This design comes from an exercise in tuning for small area on the open sky130 flow, not from production work. The RTL was checked by simulation tests, not by an equivalence proof against the original design. Power is estimated from default activity; no workload was simulated.

$ cat design/flow/config.mk
export PLATFORM = sky130hd
export DESIGN_NAME = dvi_status
export DESIGN_NICKNAME = dvi_status
export VERILOG_FILES = /design/flow/design.v
export SDC_FILE = /design/flow/constraint.sdc
export NUM_CORES = 4
export LEC_CHECK = 0
export CAP_MARGIN = 20
export CORE_MARGIN = 2
export CORE_UTILIZATION = 40
export PLACE_DENSITY = 0.6
export SLEW_MARGIN = 20
$ cat design/flow/constraint.sdc
create_clock -name core_clock -period 10.0 [get_ports {clk}]
set_input_delay 2.0000 -clock core_clock [delete_from_list [all_inputs] [get_ports {clk}]]
set_output_delay 2.0000 -clock core_clock [all_outputs]
set_load 0.01 [all_outputs]
$ cat design/flow/design.v
module vgaout
(
	input clk,
	input rst,  
	input clk_en,
	input [31:0] rez1,
	input [31:0] rez2,
	input [15:0] freq,
	input [15:0] elapsed,
	input  [7:0] mark,
	output reg hs,
	output reg vs,
	output reg de,
	output reg [1:0] b,
	output reg [1:0] r,
	output reg [1:0] g
);
localparam HSYNC_BEG   = 12'd0;
localparam HSYNC_END   = 12'd62;
localparam HSCRN_BEG   = 12'd128;
localparam HREZ        = 12'd240;
localparam HSCRN_END   = 12'd848;
localparam HMAX        = 12'd858;
localparam VSYNC_BEG   = 12'd0;
localparam VSYNC_END   = 12'd6;
localparam VSCRN_BEG   = 12'd30;
localparam VREZ4       = 12'd96;
localparam VREZ3       = 12'd112;
localparam VREZ1       = 12'd240;
localparam VREZ2       = 12'd368;
localparam VSCRN_END   = 12'd510;
localparam VMAX        = 12'd525;
reg [11:0] hcount, vcount;
reg hscr, vscr, nextline;
reg [31:0] r1, r2, r3;
reg [7:0] r4;
reg [5:0] xr;
reg [3:0] yr;
wire [3:0] rn;
wire rezpix;
assign rn = (vcount>=VREZ2) ? r2[31:28] : (vcount>=VREZ1) ? r1[31:28] : r3[31:28];
wire pix = (vcount<VREZ3) ? mpix : rezpix;
wire [5:0] pixcolor = (vcount>=VREZ2) ? 6'b001100 : (vcount>=VREZ1) ? 6'b110000 : (vcount>=VREZ3) ? 6'b111100 : 6'b110011;
hexnum digs
(
	.value(rn),
	.x({xr[2],xr[1]|xr[0]}),
	.y({yr[3:2],yr[1]|yr[0]}),
	.hide(vcount<VREZ1 && xr[5:3]==4),
	.image(rezpix)
);
wire mpix = ({xr[2],xr[1]|xr[0]} <= 2) && ((vcount>>3) == (VREZ4>>3)) && r4[7];
always @(posedge clk) 
if(rst)
begin
	hcount <= 12'd0;
	vcount <= 12'd0;
	hscr <= 1'b0;
	vscr <= 1'b0;
	nextline <= 1'b0;
	de <= 1'b0;
	hs <= 1'b1;
	vs <= 1'b0;
	xr <= 6'd0;
	yr <= 4'd0;
	r1 <= 32'd0;
	r2 <= 32'd0;
	r3 <= 32'd0;
	r4 <= 8'd0;
	{g,r,b} <= 6'd0;
end
else if(clk_en)
begin
	if (hcount==HMAX) hcount <= 9'd0;
		else hcount <= hcount + 9'd1;
	if (hcount==HSCRN_END) begin
		hscr <= 1'b0;
		de <= 0;
	end else if (hcount==HSCRN_BEG) begin
		hscr <= 1'b1;
		de <= vscr;
	end
	if (hcount==HSYNC_BEG) begin
		nextline <= 1'b1;
		hs <= 1'b0;                   
	end
	else
	begin
		nextline <= 1'b0;
		if (hcount==HSYNC_END)
			hs <= 1'b1;
	end
	if (hcount==HREZ) begin
		xr <= 6'd0;
		r1 <= rez1;
		r2 <= rez2;
		r3 <= {elapsed, freq};
		r4 <= mark;
	end
	else if ( (!hcount[2:0]) && (xr!=6'h3f) ) begin
		xr <= xr + 6'd1;
		if (xr[2:0]==3'd7) begin
			r1[31:4] <= r1[27:0];
			r2[31:4] <= r2[27:0];
			r3[31:4] <= r3[27:0];
			r4[7:1]  <= r4[6:0];
		end
	end
	if (nextline) begin
		if (vcount==VMAX)
			vcount <= 9'd0;
		else
			vcount <= vcount + 9'd1;
		if (vcount==VSCRN_END)
			vscr <= 1'b0;
		else if (vcount==VSCRN_BEG)
			vscr <= 1'b1;
		if (vcount==VSYNC_BEG)
			vs <= 1'b1;                  
		else if (vcount==VSYNC_END)
			vs <= 1'b0;
		if ( (vcount==VREZ1) || (vcount==VREZ2) || (vcount==VREZ3))
			yr <= 4'd0;
		else if ( (vcount[2:0]==3'b000) && (yr!=4'hf) )
			yr <= yr + 4'd1;
	end
	{g,r,b} <= pix ? pixcolor : (hscr&vscr) ? 6'b000001 : 6'b000000;
end
endmodule
module hexnum
(
	input  [3:0] value,
	input  [1:0] x,
	input  [2:0] y,
	input        hide,
	output image
);
reg [6:0] ss;
reg i;
always @(*) begin
	if(hide) ss <= 7'b0000000;
	else
	case (value)   
	4'h0: ss <= 7'b0111111;
	4'h1: ss <= 7'b0000110;
	4'h2: ss <= 7'b1011011;
	4'h3: ss <= 7'b1001111;
	4'h4: ss <= 7'b1100110;
	4'h5: ss <= 7'b1101101;
	4'h6: ss <= 7'b1111101;
	4'h7: ss <= 7'b0000111;
	4'h8: ss <= 7'b1111111;
	4'h9: ss <= 7'b1101111;
	4'ha: ss <= 7'b1110111;
	4'hb: ss <= 7'b1111100;
	4'hc: ss <= 7'b0111001;
	4'hd: ss <= 7'b1011110;
	4'he: ss <= 7'b1111001;
	4'hf: ss <= 7'b1110001;
	endcase
end
always @(*) begin
	case (y)
	3'd0: case (x)
				3'd0: i <= ss[0]|ss[5];
				3'd1: i <= ss[0];
				3'd2: i <= ss[0]|ss[1];
				default: i <= 1'b0;
			endcase
	3'd1: case (x)
				3'd0: i <= ss[5];
				3'd2: i <= ss[1];
				default: i <= 1'b0;
			endcase
	3'd2: case (x)
				3'd0: i <= ss[5]|ss[4]; 
				3'd1: i <= ss[6];
				3'd2: i <= ss[1]|ss[2]; 
				default: i <= 1'b0;
			endcase
	3'd3: case (x)
				3'd0: i <= ss[4];
				3'd2: i <= ss[2];
				default: i <= 1'b0;
			endcase
	3'd4: case (x)
				3'd0: i <= ss[3]|ss[4];
				3'd1: i <= ss[3];
				3'd2: i <= ss[3]|ss[2];
				default: i <= 1'b0;
			endcase
	default: i <= 1'b0;
	endcase
end
assign image = i;
endmodule
module tmds_encoder
(
	input clk,
	input rst,  
	input [7:0] data,
	input [1:0] c,
	input blank,
	output reg [9:0] encoded
);
	wire [8:0] xored, xnored;
	assign xored[0] = data[0];
	assign xnored[0] = data[0];
	genvar i;
	generate
		for (i = 1; i < 8; i = i + 1) begin : g_x
			assign xored[i]  = data[i] ^ xored[i-1];
			assign xnored[i] = ~(data[i] ^ xnored[i-1]);
		end
	endgenerate
	assign xored[8] = 1'b1;
	assign xnored[8] = 1'b0;
	wire [3:0] ones = data[0] + data[1] + data[2] + data[3]
	                + data[4] + data[5] + data[6] + data[7];
	wire use_xnor = (ones > 4'd4) || (ones == 4'd4 && data[0] == 1'b0);
	wire [8:0] data_word     = use_xnor ? xnored : xored;
	wire [8:0] data_word_inv = ~data_word;
	wire [3:0] data_word_disparity = 4'b1100 + data_word[0] + data_word[1] + data_word[2] + data_word[3]
	                                         + data_word[4] + data_word[5] + data_word[6] + data_word[7];
	reg [3:0] dc_bias;
	always @(posedge clk) begin
		if (rst) begin
			encoded <= 10'b1101010100;
			dc_bias <= 4'd0;
		end else if (blank) begin
			case (c)
				2'b00:   encoded <= 10'b1101010100;
				2'b01:   encoded <= 10'b0010101011;
				2'b10:   encoded <= 10'b0101010100;
				default: encoded <= 10'b1010101011;
			endcase
			dc_bias <= 4'd0;
		end else begin
			if (data_word_disparity == 4'd0) begin
				if (data_word[8]) begin
					encoded <= {2'b01, data_word[7:0]};
					dc_bias <= dc_bias + data_word_disparity;
				end else begin
					encoded <= {2'b10, data_word_inv[7:0]};
					dc_bias <= dc_bias - data_word_disparity;
				end
			end else if (dc_bias[3] == data_word_disparity[3]) begin
				encoded <= {1'b1, data_word[8], data_word_inv[7:0]};
				dc_bias <= dc_bias + data_word[8] - data_word_disparity;
			end else begin
				encoded <= {1'b0, data_word};
				dc_bias <= dc_bias - data_word_inv[8] + data_word_disparity;
			end
		end
	end
endmodule
module dvi_status
(
	input clk,               
	input rst,               
	input clk_en,            
	input [31:0] rez1,       
	input [31:0] rez2,       
	input [15:0] freq,       
	input [15:0] elapsed,    
	input  [7:0] mark,
	output [9:0] tmds_red,
	output [9:0] tmds_green,
	output [9:0] tmds_blue
);
	wire vga_hsync, vga_vsync, vga_de;
	wire [1:0] vga_r, vga_g, vga_b;
	vgaout showrez
	(
		.clk(clk),
		.rst(rst),
		.clk_en(clk_en),
		.rez1(rez1),
		.rez2(rez2),
		.elapsed(elapsed),
		.freq(freq),
		.mark(mark),
		.hs(vga_hsync),
		.vs(vga_vsync),
		.de(vga_de),
		.r(vga_r),
		.g(vga_g),
		.b(vga_b)
	);
	wire in_hsync = ~vga_hsync;
	wire in_vsync = ~vga_vsync;
	wire in_blank = ~vga_de;
	wire [7:0] red_d   = {vga_r, {6{vga_r[0]}}};
	wire [7:0] green_d = {vga_g, {6{vga_g[0]}}};
	wire [7:0] blue_d  = {vga_b, {6{vga_b[0]}}};
	wire [9:0] encoded_red, encoded_green, encoded_blue;
	tmds_encoder u21 (.clk(clk), .rst(rst), .data(red_d),   .c(2'b00), .blank(in_blank), .encoded(encoded_red));
	tmds_encoder u22 (.clk(clk), .rst(rst), .data(green_d), .c(2'b00), .blank(in_blank), .encoded(encoded_green));
	tmds_encoder u23 (.clk(clk), .rst(rst), .data(blue_d),  .c({in_vsync, in_hsync}), .blank(in_blank), .encoded(encoded_blue));
	reg [9:0] latched_red, latched_green, latched_blue;
	always @(posedge clk) begin
		latched_red   <= encoded_red;
		latched_green <= encoded_green;
		latched_blue  <= encoded_blue;
	end
	assign tmds_red   = latched_red;
	assign tmds_green = latched_green;
	assign tmds_blue  = latched_blue;
endmodule
$ cat design/flow/run.sh
#!/bin/bash
# synth_recipe.tcl (not shown) runs the flow's synth.tcl, then flattens the netlist and writes it again
# the make line also repeats each setting of config.mk as NAME=value (left out here)
make -C /OpenROAD-flow-scripts/flow DESIGN_CONFIG=/design/flow/config.mk WORK_HOME=/design/flow/orfs CLKGATE_MAP_FILE= SYNTH_SCRIPT=/design/flow/synth_recipe.tcl finish
==> results.yml <==
cts:
  cts_tree: "built"
  clkLatencyLatePin_ns: 0.44
  cts.path.max_buffers: 2
  ctsHoldBuffers: 0
  clk_pin_slew_ns: 0.08
  ctsRootBufferMaster: "clkbuf_16"
  cts_buffers: 17
  cts_setup_buffers: 0
  cts_resized: 0
  cts_sinks: 188
  h-tree-depth: 4
route:
  wl_per_cell_um: 14.85
  first_pass_iters: 5
  drt-met1-wl_um: 10780
  wl_met3_um: 1206
  met2_length_um: 9548
  ant_nets: 0
  viasPerCell: 5.136
  drt-total-wl_um: 21840
  drc: 0
  topRoutingLayerUsed: "met5"
  drtIter0Drc: 481
  vias: 7550
run_status:
  status: "no timing/DRC/antenna violations"
setup_path:
  critical_path_class: "in -> reg"
  worst-path-buf-inv: 2
  worstPathCellList: "clkdlybuf4s50_1, nand2_1, nand2_4, buf_4, nor2_1, a211oi_1"
  crit_slowest_cell: "buf_4"
  worstPathRequired_ns: 10.34
  critical_path.max_stage_delay_ns: 0.91
  arrival_ns: 5.54
  end_kind: "register"
  start_kind: "primary input"
  crit_fanout: 107
  critical_path.top_delay_family: "buffers and inverters"
pwr:
  ir_drop_v: 0.00009315
  leakagePower_nw: 3.923
  total_power_mw: 1.598
  powerDensity_nw_per_um2: 138.0
synthesis:
  synthTopCellsByCount: "dfxtp_1, nor2_1, mux2i_1"
  synthFlopType: "dfxtp_1"
  async_reset_ff_share_pct: 0
  yosysTopAreaCellShare_pct: 39.49
  syn_inst: 1061
  synth_nets: 1226
  yosysWarnings: 4
  ys_types: 64
  synth-seq-area-share_pct: 39.49
  syn_area_per_cell_um2: 8.984
  post-synth-top-area-cell: "dfxtp_1"
  ys_ff_latch: 188
  synth_area_leaders: "dfxtp_1, mux2i_1, a211oi_1"
  syn_area_um2: 9532
  yosysMostFrequentCell: "dfxtp_1"
  synth_edf_count: 0
global_route:
  grt.overflow.total: 0
  grt_usage_pct: 17.56
  grt_max_degree: 108
  antenna_found_initial: 2
  grt_pass1_wl_um: 35130
  grt_pass1_vias: 7164
die:
  dieArea_um2: 25080
  start_util_pct: 40.73
  die_w_um: 158.4
  core-area_um2: 23400
  fp.dieH_um: 158.4
  rows: 56
  ios: 137
sta:
  clock_skew_ns: 0.01668
  hold_viol: 0
  fin_crit_sh_pct: 51.91
  maxSlewViolCount: 0
  finalCriticalPeriod_ns: 5.191
  slew_headroom_pct: 33.64
  worst_slew_pin_slew_ns: 0.9955
  rsz0062_at_grt: "false"
  clock.fmax_ghz: 0.1926
  setup_tns_ns: 0
  finalSetupViolations: 0
flow_run:
  drv_cap: 0
placed_design:
  hpwl_um: 15220
  io_buffers: 136
  gp_congestion: 0.8708
final_layout:
  fill_cells: 2247
  syn_to_final_growth_pct: 21.50
  layout.nets: 1302
  drive_gt1_share_pct: 4.870
worst_hold_path:
  min_path_type: "reg -> reg"
[per-stage QoR]
step	area (µm²)	utilization, %	worst slack [ns]	std cells	hold WS [ns]
floorplan	9532	-	6.427	1061	0.3096
global placement	10950	46.79	4.468	1437	0.3117
detailed placement	10950	46.79	4.344	1437	0.3121
CTS	11570	49.44	4.794	1469	0.3306
global route	11580	49.48	4.427	1469	0.3324
finish	11580	49.49	4.809	1470	0.3297
[layout by cell type (no fill, tap or decap), drive strengths merged, types with 17 or more instances in the layout]
master,n
clkbuf,17
ha,54
xnor2,17
nor2,153
nor3,18
nand2,75
mux2i,102
dfxtp,188
xor2,28
o21ai,17
a211oi,101
inv,47
a21oi,46
clkdlybuf4s50,135
[metal layers]
metal / GRT usage, % / up-vias
met5: 0 / -
met4: 5.105 / 2
met3: 4.028 / 25
met2: 27.08 / 177
met1: 24.54 / 3474
li1: - / 3872
[registers in the layout, indices dropped and copies added (netlist names), 2 cells and up]
signal,count
showrez.r1,32
showrez.r3,32
showrez.r2,32
u22.dc_bias,4
u23.dc_bias,4
latched_green,4
showrez.b,2
latched_red,4
u22.encoded,4
u23.encoded,6
showrez.xr,6
showrez.r4,8
u21.encoded,4
showrez.hcount,12
showrez.yr,4
latched_blue,6
u21.dc_bias,4
showrez.vcount,12
[kinds of logic (layout without fill, tap and decap cells)]
logic type	Yosys count	count (layout)	synth area share (%)
other cells	0	1	0
fa+ha+maj	58	58	7.929
flops	188	188	39.49
mux	108	108	11.42
simple gates	327	327	15.73
buf+inv	126	215	5.776
xor+xnor	45	45	4.135
compound gates	209	209	15.53
[worst reg2reg max path: stages, from the launching register on]
cell and delay, ns:
dfxtp_1 0.35, inv_1 0.11, ha_1 0.20, nor3b_1 0.20, nand2_1 0.14, nor2_4 0.74, nand2_1 0.65, nand2_4 0.77
buf_4 0.92, nor2_1 0.09, a211oi_1 0.27
[area by class of cell]
class	instances	area (µm²)	share of cell area, %
clock buffers	17	425.4	3.673
flip-flops and latches	188	3764	32.50
diodes	1	2.502	0.02161
repair buffers	141	1404	12.12
clock inverters	15	196.4	1.696
well taps	319	399.1	3.446
multi-input cells	747	5233	45.18
inverters	42	157.7	1.361
[worst paths after layout]
path,start,to,slack (ns),depth (start not counted)
worst max-delay path,clk_en,showrez.r1[10],4.81,6
worst min-delay path,u23.encoded[8],latched_blue[8],0.33,0
worst max register to register,showrez.hcount[0],showrez.r1[10],5.46,10
worst min register to register,u23.encoded[8],latched_blue[8],0.33,0
[power breakdown]
part | internal (mW) | switching, mW | total, mW | leakage [nW]
clock | 0.363 | 0.345 | 0.707 | 0.302
combinational | 0.0688 | 0.0562 | 0.125 | 2.10
sequential | 0.758 | 0.00789 | 0.765 | 1.52
total | 1.19 | 0.409 | 1.60 | 3.92

## port drivers added, routing unchanged
No port has a modelled driver above. Below, the same layout with a new extraction and two added sets of constraints. Step 1 sets driving cells, clkbuf_16 on the clock port and buf_2 on the other inputs (assumed; they add their load-dependent delay and slew). Step 2 also shifts input and output timing later by t, the mid clock arrival at the registers, as if the neighbouring blocks saw the same clock. Slacks: no drivers / after step 1 / after step 2; pairs: no drivers / after step 1.
t, ns: 0.479
setup WS [ns]: 4.809 / 4.820 / 4.341
pins driven straight from the clock port: 1
After both steps setup and hold are still met in this run. The setup slack of this run moves by +0.011 ns with the drivers and by -0.468 ns with both steps.
